From an optimization exercise on the open Yosys and OpenROAD flow, aimed at small area; shortcuts taken in it are not production practice.
Function was checked by simulation only, so behaviour that the tests miss may differ from the original.
Power is estimated from default activity; no workload was simulated.

$ cat flow/run.sh
#!/bin/bash
# Layout flow: the standard synthesis and layout (standard.sh), with
# these changes to how the layout is made:
#   - the port buffers are the smallest buffer cell (sky130 buf_1)
#     instead of the flow's default pick;
#   - clock tree: sinks clustered by 25 within 70 um, and no dummy
#     loads added to the clock tree;

# Each step's full output goes to its own log file here; ORFS writes
# its per-stage logs under orfs/logs/.
set -euo pipefail

bash standard.sh synth > synth.log 2>&1

bash standard.sh \
    "BUFFER_PORTS_ARGS=-buffer_cell sky130_fd_sc_hd__buf_1" \
    "CTS_ARGS=-sink_clustering_enable -repair_clock_nets -dont_use_dummy_load -sink_clustering_size 25 -sink_clustering_max_diameter 70" \
    finish > layout.log 2>&1
$ cat standard.sh
#!/bin/bash
# synth_recipe.tcl (not shown) runs the flow's synth.tcl, then flattens the netlist and writes it again
# the make line also repeats each setting of config.mk as NAME=value (left out here)
make -C /OpenROAD-flow-scripts/flow DESIGN_CONFIG=/design/flow/config.mk WORK_HOME=/design/flow/orfs CLKGATE_MAP_FILE= SYNTH_SCRIPT=/design/flow/synth_recipe.tcl "${@:-finish}"
$ cat config.mk
export PLATFORM = sky130hd
export DESIGN_NAME = riscv_core
export DESIGN_NICKNAME = riscv_core
export VERILOG_FILES = /design/flow/design.v
export SDC_FILE = /design/flow/constraint.sdc
export NUM_CORES = 8
export LEC_CHECK = 0
export CAP_MARGIN = 20
export CORE_MARGIN = 2
export CORE_UTILIZATION = 55
export PLACE_DENSITY = 0.6
export SETUP_SLACK_MARGIN = 0.2
export SLEW_MARGIN = 20
export SYNTH_HIERARCHICAL = 1
export SYNTH_MINIMUM_KEEP_SIZE = 0
$ cat constraint.sdc
create_clock -name core_clock -period 11.0 [get_ports {clk}]
set_input_delay 2.2000 -clock core_clock [delete_from_list [all_inputs] [get_ports {clk}]]
set_output_delay 2.2000 -clock core_clock [all_outputs]
set_load 0.01 [all_outputs]
$ cat design.v
module control (
    input  wire [31:0] ins,
    output wire        is_load,
    output wire        is_store,
    output wire        is_br,
    output wire        is_jal,
    output wire        reg_write,
    output wire        en1,         
    output wire        selR,        
    output wire        isI,
    output wire        isS,
    output wire        isIS,
    output wire        isU,
    output wire        isISU,
    output wire        sub,
    output wire        s_sum,
    output wire        s_or,
    output wire        s_ao,
    output wire        s_slt,
    output wire        s_ld
);
    wire [6:0] op = ins[6:0];
    wire [2:0] f3 = ins[14:12];
    wire is_op  = (op == 7'b0110011);
    wire is_opi = (op == 7'b0010011);
    wire is_lui = (op == 7'b0110111);
    wire is_alu = is_op | is_opi;
    assign is_load   = (op == 7'b0000011);
    assign is_store  = (op == 7'b0100011);
    assign is_br     = (op == 7'b1100011);
    assign is_jal    = (op == 7'b1101111);
    assign reg_write = is_alu | is_load | is_jal | is_lui;
    assign en1       = ~(is_jal | is_lui);
    assign selR  = is_op | is_br;
    assign isI   = is_opi | is_load;
    assign isS   = is_store;
    assign isIS  = isI | isS;
    assign isU   = is_lui;
    assign isISU = isIS | isU;
    assign sub   = is_br | (is_op & (f3 == 3'b000) & ins[30]) | (is_alu & (f3 == 3'b010));
    assign s_sum = (is_alu & (f3 == 3'b000)) | is_jal | is_lui;
    assign s_or  = is_alu & (f3 == 3'b110);
    assign s_ao  = is_alu & (f3[2:1] == 2'b11);
    assign s_slt = is_alu & (f3 == 3'b010);
    assign s_ld  = is_load;
endmodule
module rf_rbit #(
    parameter N = 31
) (
    input  wire [N-1:0] d,
    input  wire [N-1:0] s,
    output wire         y
);
    localparam NA = N / 3;           
    localparam NR = N - 3 * NA;      
    wire [NA+NR-1:0] t;              
    genvar k;
    generate
        for (k = 0; k < NA; k = k + 1) begin : a
            g_a222oi u (.a1(d[3*k]), .a2(s[3*k]), .b1(d[3*k+1]), .b2(s[3*k+1]),
                        .c1(d[3*k+2]), .c2(s[3*k+2]), .y(t[k]));
        end
        for (k = 0; k < NR; k = k + 1) begin : r
            g_nand2 u (.a(d[3*NA+k]), .b(s[3*NA+k]), .y(t[NA+k]));
        end
    endgenerate
    localparam NT = NA + NR;
    wire o0, o1, o2;
    g_nand4 n0 (.a(t[0]), .b(t[1]), .c(t[2]), .d(t[3]), .y(o0));
    g_nand4 n1 (.a(t[4]), .b(t[5]), .c(t[6]), .d(t[7]), .y(o1));
    generate
        if (NT == 12) begin : c12
            g_nand4 n2 (.a(t[8]), .b(t[9]), .c(t[10]), .d(t[11]), .y(o2));
        end else if (NT == 11) begin : c11
            g_nand3 n2 (.a(t[8]), .b(t[9]), .c(t[10]), .y(o2));
        end else begin : c10
            g_nand2 n2 (.a(t[8]), .b(t[9]), .y(o2));
        end
    endgenerate
    g_or3 o (.a(o0), .b(o1), .c(o2), .y(y));
endmodule
module rf_pre2 (
    input  wire [1:0] a,
    output wire [3:0] y
);
    assign y[0] = ~a[1] & ~a[0];
    assign y[1] = ~a[1] &  a[0];
    assign y[2] =  a[1] & ~a[0];
    assign y[3] =  a[1] &  a[0];
endmodule
module rf_pre3 (
    input  wire [2:0] a,
    output wire [7:0] y
);
    genvar k;
    generate
        for (k = 0; k < 8; k = k + 1) begin : g
            assign y[k] = (a == k);
        end
    endgenerate
endmodule
module rf_pre3e (
    input  wire [2:0] a,
    input  wire       en,
    output wire [7:0] y
);
    genvar k;
    generate
        for (k = 0; k < 8; k = k + 1) begin : g
            assign y[k] = en & (a == k);
        end
    endgenerate
endmodule
module rf_rdec #(
    parameter EN = 1     
) (
    input  wire [4:0]  rs,
    input  wire        en,
    input  wire [31:1] valid,
    output wire [31:1] sel
);
    wire [3:0] lo;
    wire [7:0] hi;
    rf_pre2 p2 (.a(rs[1:0]), .y(lo));
    generate
        if (EN) begin : e
            rf_pre3e p3 (.a(rs[4:2]), .en(en), .y(hi));
        end else begin : n
            rf_pre3  p3 (.a(rs[4:2]), .y(hi));
        end
    endgenerate
    genvar i;
    generate
        for (i = 1; i < 32; i = i + 1) begin : g
            g_and3 u (.a(lo[i % 4]), .b(hi[i / 4]), .c(valid[i]), .y(sel[i]));
        end
    endgenerate
endmodule
module rf_wdec (
    input  wire [4:0]  rd,
    input  wire        en,
    output wire [31:1] we,
    output wire [31:1] hold
);
    wire [3:0] lo;
    wire [7:0] hi;
    rf_pre2  p2 (.a(rd[1:0]), .y(lo));
    rf_pre3e p3 (.a(rd[4:2]), .en(en), .y(hi));
    genvar i;
    generate
        for (i = 1; i < 32; i = i + 1) begin : g
            g_and2  a (.a(lo[i % 4]), .b(hi[i / 4]), .y(we[i]));
            g_nand2 n (.a(lo[i % 4]), .b(hi[i / 4]), .y(hold[i]));
        end
    endgenerate
endmodule
module g_inv   (input a, output y);                   assign y = ~a;                                  endmodule
module g_nand2 (input a, b, output y);                assign y = ~(a & b);                            endmodule
module g_nor2  (input a, b, output y);                assign y = ~(a | b);                            endmodule
module g_and2  (input a, b, output y);                assign y = a & b;                               endmodule
module g_or2   (input a, b, output y);                assign y = a | b;                               endmodule
module g_and3  (input a, b, c, output y);             assign y = a & b & c;                           endmodule
module g_or3   (input a, b, c, output y);             assign y = a | b | c;                           endmodule
module g_nand3 (input a, b, c, output y);             assign y = ~(a & b & c);                        endmodule
module g_nand4 (input a, b, c, d, output y);          assign y = ~(a & b & c & d);                    endmodule
module g_and4  (input a, b, c, d, output y);          assign y = a & b & c & d;                       endmodule
module g_or4   (input a, b, c, d, output y);          assign y = a | b | c | d;                       endmodule
module g_xor2  (input a, b, output y);                assign y = a ^ b;                               endmodule
module g_xnor2 (input a, b, output y);                assign y = ~(a ^ b);                            endmodule
module g_nand2b(input an, b, output y);               assign y = ~(~an & b);                          endmodule
module g_a21o  (input a1, a2, b1, output y);          assign y = (a1 & a2) | b1;                      endmodule
module g_a22o  (input a1, a2, b1, b2, output y);      assign y = (a1 & a2) | (b1 & b2);               endmodule
module g_a222oi(input a1, a2, b1, b2, c1, c2, output y);
    assign y = ~((a1 & a2) | (b1 & b2) | (c1 & c2));
endmodule
module g_ha    (input a, b, output s, output c);     assign s = a ^ b; assign c = a & b;            endmodule
module add_cla #(
    parameter N    = 32,
    parameter CIN  = 1,      
    parameter COUT = 1       
) (
    input  wire [N-1:0] a,
    input  wire [N-1:0] b,
    input  wire         ci,
    output wire [N-1:0] s,
    output wire [N-1:0] p,
    output wire [N-1:0] g,
    output wire         co
);
    localparam NB = (N + 3) / 4;
    wire [N:0] c;
    genvar i, k;
    generate
        for (i = 0; i < N; i = i + 1) begin : pg
            g_ha h (.a(a[i]), .b(b[i]), .s(p[i]), .c(g[i]));
        end
        if (CIN) begin : with_cin
            assign c[0] = ci;
            g_a21o c1 (.a1(p[0]), .a2(c[0]), .b1(g[0]), .y(c[1]));
            g_xor2 s0 (.a(p[0]), .b(c[0]), .y(s[0]));
        end else begin : no_cin
            assign c[0] = 1'b0;
            assign c[1] = g[0];
            assign s[0] = p[0];
        end
        for (i = 1; i < N; i = i + 1) begin : sx
            g_xor2 u (.a(p[i]), .b(c[i]), .y(s[i]));
        end
        for (k = 0; k < NB; k = k + 1) begin : blk
            localparam LO = 4 * k;
            localparam HI = (4 * k + 3 < N - 1) ? 4 * k + 3 : N - 1;
            for (i = LO + 1; i <= HI; i = i + 1) begin : rip
                if (i > 1) begin : r
                    g_a21o u (.a1(p[i-1]), .a2(c[i-1]), .b1(g[i-1]), .y(c[i]));
                end
            end
            if (k == 0 && NB > 1) begin : first
                g_a21o u (.a1(p[HI]), .a2(c[HI]), .b1(g[HI]), .y(c[HI+1]));
            end else if (k == NB - 1) begin : last
                if (COUT) begin : co_g
                    g_a21o u (.a1(p[HI]), .a2(c[HI]), .b1(g[HI]), .y(c[HI+1]));
                end else begin : co_n
                    assign c[HI+1] = 1'b0;
                end
            end else begin : mid
                wire G1, G2, G3, P;
                g_a21o x1 (.a1(p[LO+1]), .a2(g[LO]),   .b1(g[LO+1]), .y(G1));
                g_a21o x2 (.a1(p[LO+2]), .a2(G1),      .b1(g[LO+2]), .y(G2));
                g_a21o x3 (.a1(p[LO+3]), .a2(G2),      .b1(g[LO+3]), .y(G3));
                g_and4 pp (.a(p[LO]), .b(p[LO+1]), .c(p[LO+2]), .d(p[LO+3]), .y(P));
                g_a21o cc (.a1(P), .a2(c[LO]), .b1(G3), .y(c[HI+1]));
            end
        end
    endgenerate
    assign co = c[N];
endmodule
module alu (
    input  wire [31:0] A,           
    input  wire [31:0] r2,          
    input  wire [31:0] ins,
    input  wire [31:0] dmem_rdata,
    input  wire        selR,        
    input  wire        isI,         
    input  wire        isS,         
    input  wire        isIS,        
    input  wire        isU,         
    input  wire        isISU,       
    input  wire        is_jal,      
    input  wire        sub,
    input  wire        s_sum,
    input  wire        s_or,
    input  wire        s_ao,
    input  wire        s_slt,
    input  wire        s_ld,
    output wire [31:0] sum,
    output wire [31:0] wb,
    output wire        eq           
);
    wire [31:0] Bx;    
    genvar b;
    generate
        for (b = 0; b < 32; b = b + 1) begin : bs
            if (b < 5) begin : lo
                wire bn;
                g_a222oi m (.a1(r2[b]), .a2(selR), .b1(ins[20+b]), .b2(isI),
                            .c1(ins[7+b]), .c2(isS), .y(bn));
                if (b == 2) begin : four
                    wire bp;
                    g_nand2b j (.an(is_jal), .b(bn), .y(bp));
                    g_xor2   x (.a(bp), .b(sub), .y(Bx[b]));
                end else begin : n
                    g_xnor2  x (.a(bn), .b(sub), .y(Bx[b]));
                end
            end else if (b < 11) begin : mid
                wire bp;
                g_a22o  m (.a1(r2[b]), .a2(selR), .b1(ins[20+b]), .b2(isIS), .y(bp));
                g_xor2  x (.a(bp), .b(sub), .y(Bx[b]));
            end else if (b == 11) begin : b11
                wire bp;
                g_a22o  m (.a1(r2[b]), .a2(selR), .b1(ins[31]), .b2(isIS), .y(bp));
                g_xor2  x (.a(bp), .b(sub), .y(Bx[b]));
            end else if (b < 31) begin : up
                wire bn;
                g_a222oi m (.a1(r2[b]), .a2(selR), .b1(ins[31]), .b2(isIS),
                            .c1(ins[b]), .c2(isU), .y(bn));
                g_xnor2  x (.a(bn), .b(sub), .y(Bx[b]));
            end else begin : top
                wire bp;
                g_a22o  m (.a1(r2[b]), .a2(selR), .b1(ins[31]), .b2(isISU), .y(bp));
                g_xor2  x (.a(bp), .b(sub), .y(Bx[b]));
            end
        end
    endgenerate
    wire [31:0] p, g;
    wire        co;
    add_cla #(.N(32), .CIN(1), .COUT(1)) add (
        .a(A), .b(Bx), .ci(sub), .s(sum), .p(p), .g(g), .co(co)
    );
    wire [7:0] ne;
    wire [1:0] ne2;
    genvar k;
    generate
        for (k = 0; k < 8; k = k + 1) begin : e
            g_nand4 u (.a(p[4*k]), .b(p[4*k+1]), .c(p[4*k+2]), .d(p[4*k+3]), .y(ne[k]));
        end
    endgenerate
    g_or4 e0 (.a(ne[0]), .b(ne[1]), .c(ne[2]), .d(ne[3]), .y(ne2[0]));
    g_or4 e1 (.a(ne[4]), .b(ne[5]), .c(ne[6]), .d(ne[7]), .y(ne2[1]));
    g_nor2 e2 (.a(ne2[0]), .b(ne2[1]), .y(eq));
    generate
        for (b = 0; b < 32; b = b + 1) begin : w
            wire y1, y2;
            g_a222oi r (.a1(sum[b]), .a2(s_sum), .b1(p[b]), .b2(s_or), .c1(g[b]), .c2(s_ao), .y(y1));
            g_nand2  l (.a(dmem_rdata[b]), .b(s_ld), .y(y2));
            if (b == 0) begin : slt
                wire y3;
                g_nand2b t (.an(co), .b(s_slt), .y(y3));    
                g_nand3  o (.a(y1), .b(y2), .c(y3), .y(wb[b]));
            end else begin : n
                g_nand2  o (.a(y1), .b(y2), .y(wb[b]));
            end
        end
    endgenerate
endmodule
module pcu (
    input  wire [31:1] pc,
    input  wire [31:0] ins,
    input  wire        is_br,
    input  wire        is_jal,
    input  wire        eq,
    output wire [31:1] npc
);
    wire bt, taken, ntaken;
    g_and2 t0 (.a(is_br), .b(eq), .y(bt));           
    g_or2  t1 (.a(bt), .b(is_jal), .y(taken));
    g_inv  t2 (.a(taken), .y(ntaken));
    wire [31:1] off;
    genvar b;
    generate
        for (b = 1; b < 32; b = b + 1) begin : o
            if (b < 5) begin : lo           
                if (b == 2) begin : four
                    wire x;
                    g_a22o m (.a1(bt), .a2(ins[7+b]), .b1(is_jal), .b2(ins[20+b]), .y(x));
                    g_or2  f (.a(x), .b(ntaken), .y(off[b]));
                end else begin : n
                    g_a22o m (.a1(bt), .a2(ins[7+b]), .b1(is_jal), .b2(ins[20+b]), .y(off[b]));
                end
            end else if (b < 11) begin : mid    
                g_and2 m (.a(taken), .b(ins[20+b]), .y(off[b]));
            end else if (b == 11) begin : b11    
                g_a22o m (.a1(bt), .a2(ins[7]), .b1(is_jal), .b2(ins[20]), .y(off[b]));
            end else if (b < 20) begin : j       
                g_a22o m (.a1(bt), .a2(ins[31]), .b1(is_jal), .b2(ins[b]), .y(off[b]));
            end else begin : sgn                 
                g_and2 m (.a(taken), .b(ins[31]), .y(off[b]));
            end
        end
    endgenerate
    wire [30:0] s, p, g;
    wire        co;
    add_cla #(.N(31), .CIN(0), .COUT(0)) add (
        .a(pc), .b(off), .ci(1'b0), .s(s), .p(p), .g(g), .co(co)
    );
    assign npc = s;
endmodule
module riscv_core (
    input  wire        clk,
    input  wire        rst,           
    output wire [31:0] imem_addr,     
    input  wire [31:0] imem_rdata,    
    output wire [31:0] dmem_addr,     
    output wire [31:0] dmem_wdata,    
    output wire        dmem_we,       
    output wire        dmem_re,       
    input  wire [31:0] dmem_rdata     
);
    wire [31:0] ins = imem_rdata;
    reg  [31:1] pc_q;         
    reg  [31:1] valid;
    wire [31:1] npc;
    wire [31:0] wb;
    wire [31:1] we, hold, valid_n;
    wire [31:0] q [1:31];
    genvar i, b;
    generate
        for (i = 1; i < 32; i = i + 1) begin : r
            reg  [31:0] x;
            wire [31:0] xn;
            for (b = 0; b < 32; b = b + 1) begin : w
                g_a22o u (.a1(wb[b]), .a2(we[i]), .b1(x[b]), .b2(hold[i]), .y(xn[b]));
            end
            always @(posedge clk)
                x <= xn;
            assign q[i] = x;
            g_or2 v (.a(valid[i]), .b(we[i]), .y(valid_n[i]));
        end
    endgenerate
    always @(posedge clk or posedge rst)
        if (rst)
            valid <= 31'b0;
        else
            valid <= valid_n;
    always @(posedge clk or posedge rst)
        if (rst)
            pc_q <= 31'b0;
        else
            pc_q <= npc;
    wire is_load, is_store, is_br, is_jal, reg_write, en1;
    wire selR, isI, isS, isIS, isU, isISU, sub, s_sum, s_or, s_ao, s_slt, s_ld;
    control ctl (
        .ins(ins), .is_load(is_load), .is_store(is_store), .is_br(is_br), .is_jal(is_jal),
        .reg_write(reg_write), .en1(en1), .selR(selR), .isI(isI), .isS(isS), .isIS(isIS),
        .isU(isU), .isISU(isISU), .sub(sub), .s_sum(s_sum), .s_or(s_or), .s_ao(s_ao),
        .s_slt(s_slt), .s_ld(s_ld)
    );
    wire [31:1] sel1, sel2;
    rf_rdec d1 (.rs(ins[19:15]), .en(en1),  .valid(valid), .sel(sel1));
    rf_rdec #(.EN(0)) d2 (.rs(ins[24:20]), .en(1'b0), .valid(valid), .sel(sel2));
    rf_wdec dw (.rd(ins[11:7]), .en(reg_write), .we(we), .hold(hold));
    wire [31:0] pc = {pc_q, 1'b0};
    wire [31:0] A, r2;
    generate
        for (b = 0; b < 32; b = b + 1) begin : rp
            wire [30:0] col;
            for (i = 1; i < 32; i = i + 1) begin : c
                assign col[i-1] = q[i][b];
            end
            if (b == 0) begin : b0       
                rf_rbit #(.N(31)) p1 (.d(col), .s(sel1), .y(A[b]));
            end else begin : bn
                rf_rbit #(.N(32)) p1 (.d({pc[b], col}), .s({is_jal, sel1}), .y(A[b]));
            end
            rf_rbit #(.N(31)) p2 (.d(col), .s(sel2), .y(r2[b]));
        end
    endgenerate
    wire eq;
    alu ex (
        .A(A), .r2(r2), .ins(ins), .dmem_rdata(dmem_rdata),
        .selR(selR), .isI(isI), .isS(isS), .isIS(isIS), .isU(isU), .isISU(isISU),
        .is_jal(is_jal), .sub(sub), .s_sum(s_sum), .s_or(s_or), .s_ao(s_ao),
        .s_slt(s_slt), .s_ld(s_ld), .sum(dmem_addr), .wb(wb), .eq(eq)
    );
    pcu nx (.pc(pc_q), .ins(ins), .is_br(is_br), .is_jal(is_jal), .eq(eq), .npc(npc));
    assign imem_addr  = pc;
    assign dmem_wdata = r2;
    assign dmem_we    = is_store;
    assign dmem_re    = is_load;
endmodule
==> out/metrics.yaml <==
outcome:
  status: "no timing/DRC/antenna violations"
routing:
  vias: 46500
  drc: 0
  wl_per_cell_um: 42.0
  wl_mm: 219
  first_pass_iters: 22
  viasPerCell: 8.91
  drtIter0Drc: 14700
  ant_nets: 0
grt:
  grt_pass1_wl_mm: 308
  grt-ovfl-total: 0
  grt_start_max_net_pins: 63
  grt_pass1_vias: 43000
  grt_antenna_before_repair: 20
  grtUsageTotal: 0.509
pwr:
  internal_power_w: 0.00482
  pwr-share-seq: 0.620
  p_clk_frac: 0.341
  p_sw_w: 0.00150
  leakage_nw: 19.7
  peakVddDrop_v: 0.000108
  pwr-share-comb: 0.040
  switching_share: 0.237
  powerDensity_mw_per_mm2: 130
clocking:
  cts_buffers: 55
  ctsLongestPathBuffers: 3
  clock_latency_ps: 680
  root_buffer: "clkbuf_16"
  cts_max_level: 2
  cts_tree: "yes"
  cts_hold_buffers: 0
  cts.clk_slew.worst_paths_ps: 80
  clkSinkCount: 1054
logic_synthesis:
  syn-cell-area_sq_mm: 0.0436
  yosys_warnings: 7
  synth_fp_nets: 3845
  syn_area_per_cell_sq_um: 11.7
  syn_inst: 3716
timing:
  rsz0062_at_grt: "no"
  worst_slew_pin_slew_ps: 1190
  setup_viol: 0
  final_hold_viol_count: 0
  finalSetupTns_ps: 0
  timing.final.ws_setup_ps: 316
  drv_slew: 0
  fin_skew_ps: 59.5
  fin_crit_ps: 10680
  max_freq_ghz: 0.0936
  relSlewSlack: 0.206
  finalCritPeriodShare: 0.971
die:
  coreArea_sq_mm: 0.0787
  start_util: 0.554
  die_w_um: 286
  die_area_sq_mm: 0.0816
  fp.dieH_um: 286
  io_pins: 164
  rows: 103
placement:
  place_worst_setup_slack_ps: 483
  gp_congestion: 1.06
  dpl.hpwl_mm: 139
  numPortBuffers: 162
  dpl-instance-area_sq_mm: 0.0473
setup_path:
  startpoint_type: "input pin"
  crit_arrival_ps: 8480
  crit_fanout: 18
  worstPathRequired_ps: 8800
  critPathKind: "in -> out"
  end_kind: "output port"
cells_and_area:
  layout.nets: 4289
  stdcell_area_sq_mm: 0.0487
  drive_gt1_frac: 0.0832
  synthToLayoutAreaGrowth_pct: 11.8
  final_util: 0.619
hold_path:
  min_path_type: "reg -> reg"
flow_run:
  max-cap-violations: 0
-- sequential cells by signal, summed over array words and instances (netlist names) --
name and flops:
r.x 992, pc_q 31, valid 31
-- metrics by stage --
stage	cells	total power [W]	hold WS (ps)
after global routing	5210	0.00646	510
after global placement	5153	0.00424	459
final	5219	0.00632	485
after detailed placement	5153	0.00424	464
after CTS	5208	0.00629	483
after floorplan	3716	0.00410	439
-- power groups by stage --
stage | clock network, W | logic [W] | registers [W]
after detailed placement | 0 | 0.000239 | 0.00400
final | 0.00216 | 0.000250 | 0.00392
after global placement | 0 | 0.000233 | 0.00400
after global routing | 0.00228 | 0.000262 | 0.00392
after CTS | 0.00214 | 0.000240 | 0.00392
after floorplan | 0 | 0.000112 | 0.00399
-- layout make-up --
type | instances | area [sq um]
Antenna cell | 11 | 27.5
Clock buffer | 55 | 1380
Fill cell | 6382 | 30000
Inverter | 3 | 11.3
Multi-Input combinational cell | 2653 | 22200
Sequential cell | 1054 | 21400
Tap cell | 1050 | 1310
Timing Repair Buffer | 393 | 2370
-- repair_timing --
item	in CTS	in global routing
setup buffers	0	0
resized for setup	0	5
setup endpoints to repair	0	1
-- cell usage in the layout, fill, tap and decap left out, drive strengths merged, types with 11 or more instances in the layout --
master	instances
xnor2	24
nor2	11
xor2	72
diode	11
dfrtp	62
nand4	167
or2	36
and3	64
and2	53
nand3	35
clkbuf	61
a21o	97
and4	15
a22o	1013
dfxtp	992
or3	66
a222oi	696
buf	387
ha	63
nand2	193
-- per-layer routing --
| layer | part of all wire | track usage |
|---|---|---|
| met5 | 0.00097 | 0.00233 |
| met2 | 0.39 | 0.689 |
| met4 | 0.091 | 0.352 |
| met1 | 0.34 | 0.636 |
| met3 | 0.19 | 0.239 |
-- final timing paths --
check                      cells after the start     startpoint  slack (ps)             to
min in group asynchronous                      3            rst        1760       pc_q[14]
setup / recovery                              23  imem_rdata[6]         320  dmem_addr[31]
hold / removal                                 1      valid[21]         480      valid[21]
max in group asynchronous                      3            rst        8510       valid[9]
setup reg to reg                              28       valid[3]        2660       pc_q[28]
hold reg to reg                                1      valid[21]         480      valid[21]
-- worst max-delay path, stage by stage --
cell	delay [ps]
buf_1	290
and3b_2	240
o211ai_1	80
buf_4	210
and4bb_2	270
and3_1	540
buf_4	420
a222oi_1	350
nand4_1	500
or3_1	540
ha_1	390
and4_1	220
a21o_1	210
a21o_1	210
a21o_1	190
a21o_1	240
a21o_1	230
a21o_1	190
a21o_1	180
a21o_1	180
a21o_1	190
xor2_1	220
buf_1	180

static timing again, ports no longer ideal:
No port has a modelled driver above. Below, the same layout with a new extraction and two added sets of constraints.
Step 1 assumes that a clkbuf_16 drives the clock port and a buf_2 every other input.
Step 2 also shifts input and output timing later by t, the mid clock arrival at the registers, as if the neighbouring blocks saw the same clock.
Slacks: ideal / step 1 / step 2; pairs: ideal / step 1.
shift t [ns]: 0.726
setup slack, ns: 0.316 / 0.294 / 0.176
worst setup path at the end: input to register
clock arrival spread, ns: 0.060 / 0.059
After both steps this run still meets setup and hold. The setup slack of this run moves by -0.022 ns with the drivers and by -0.140 ns with both steps.
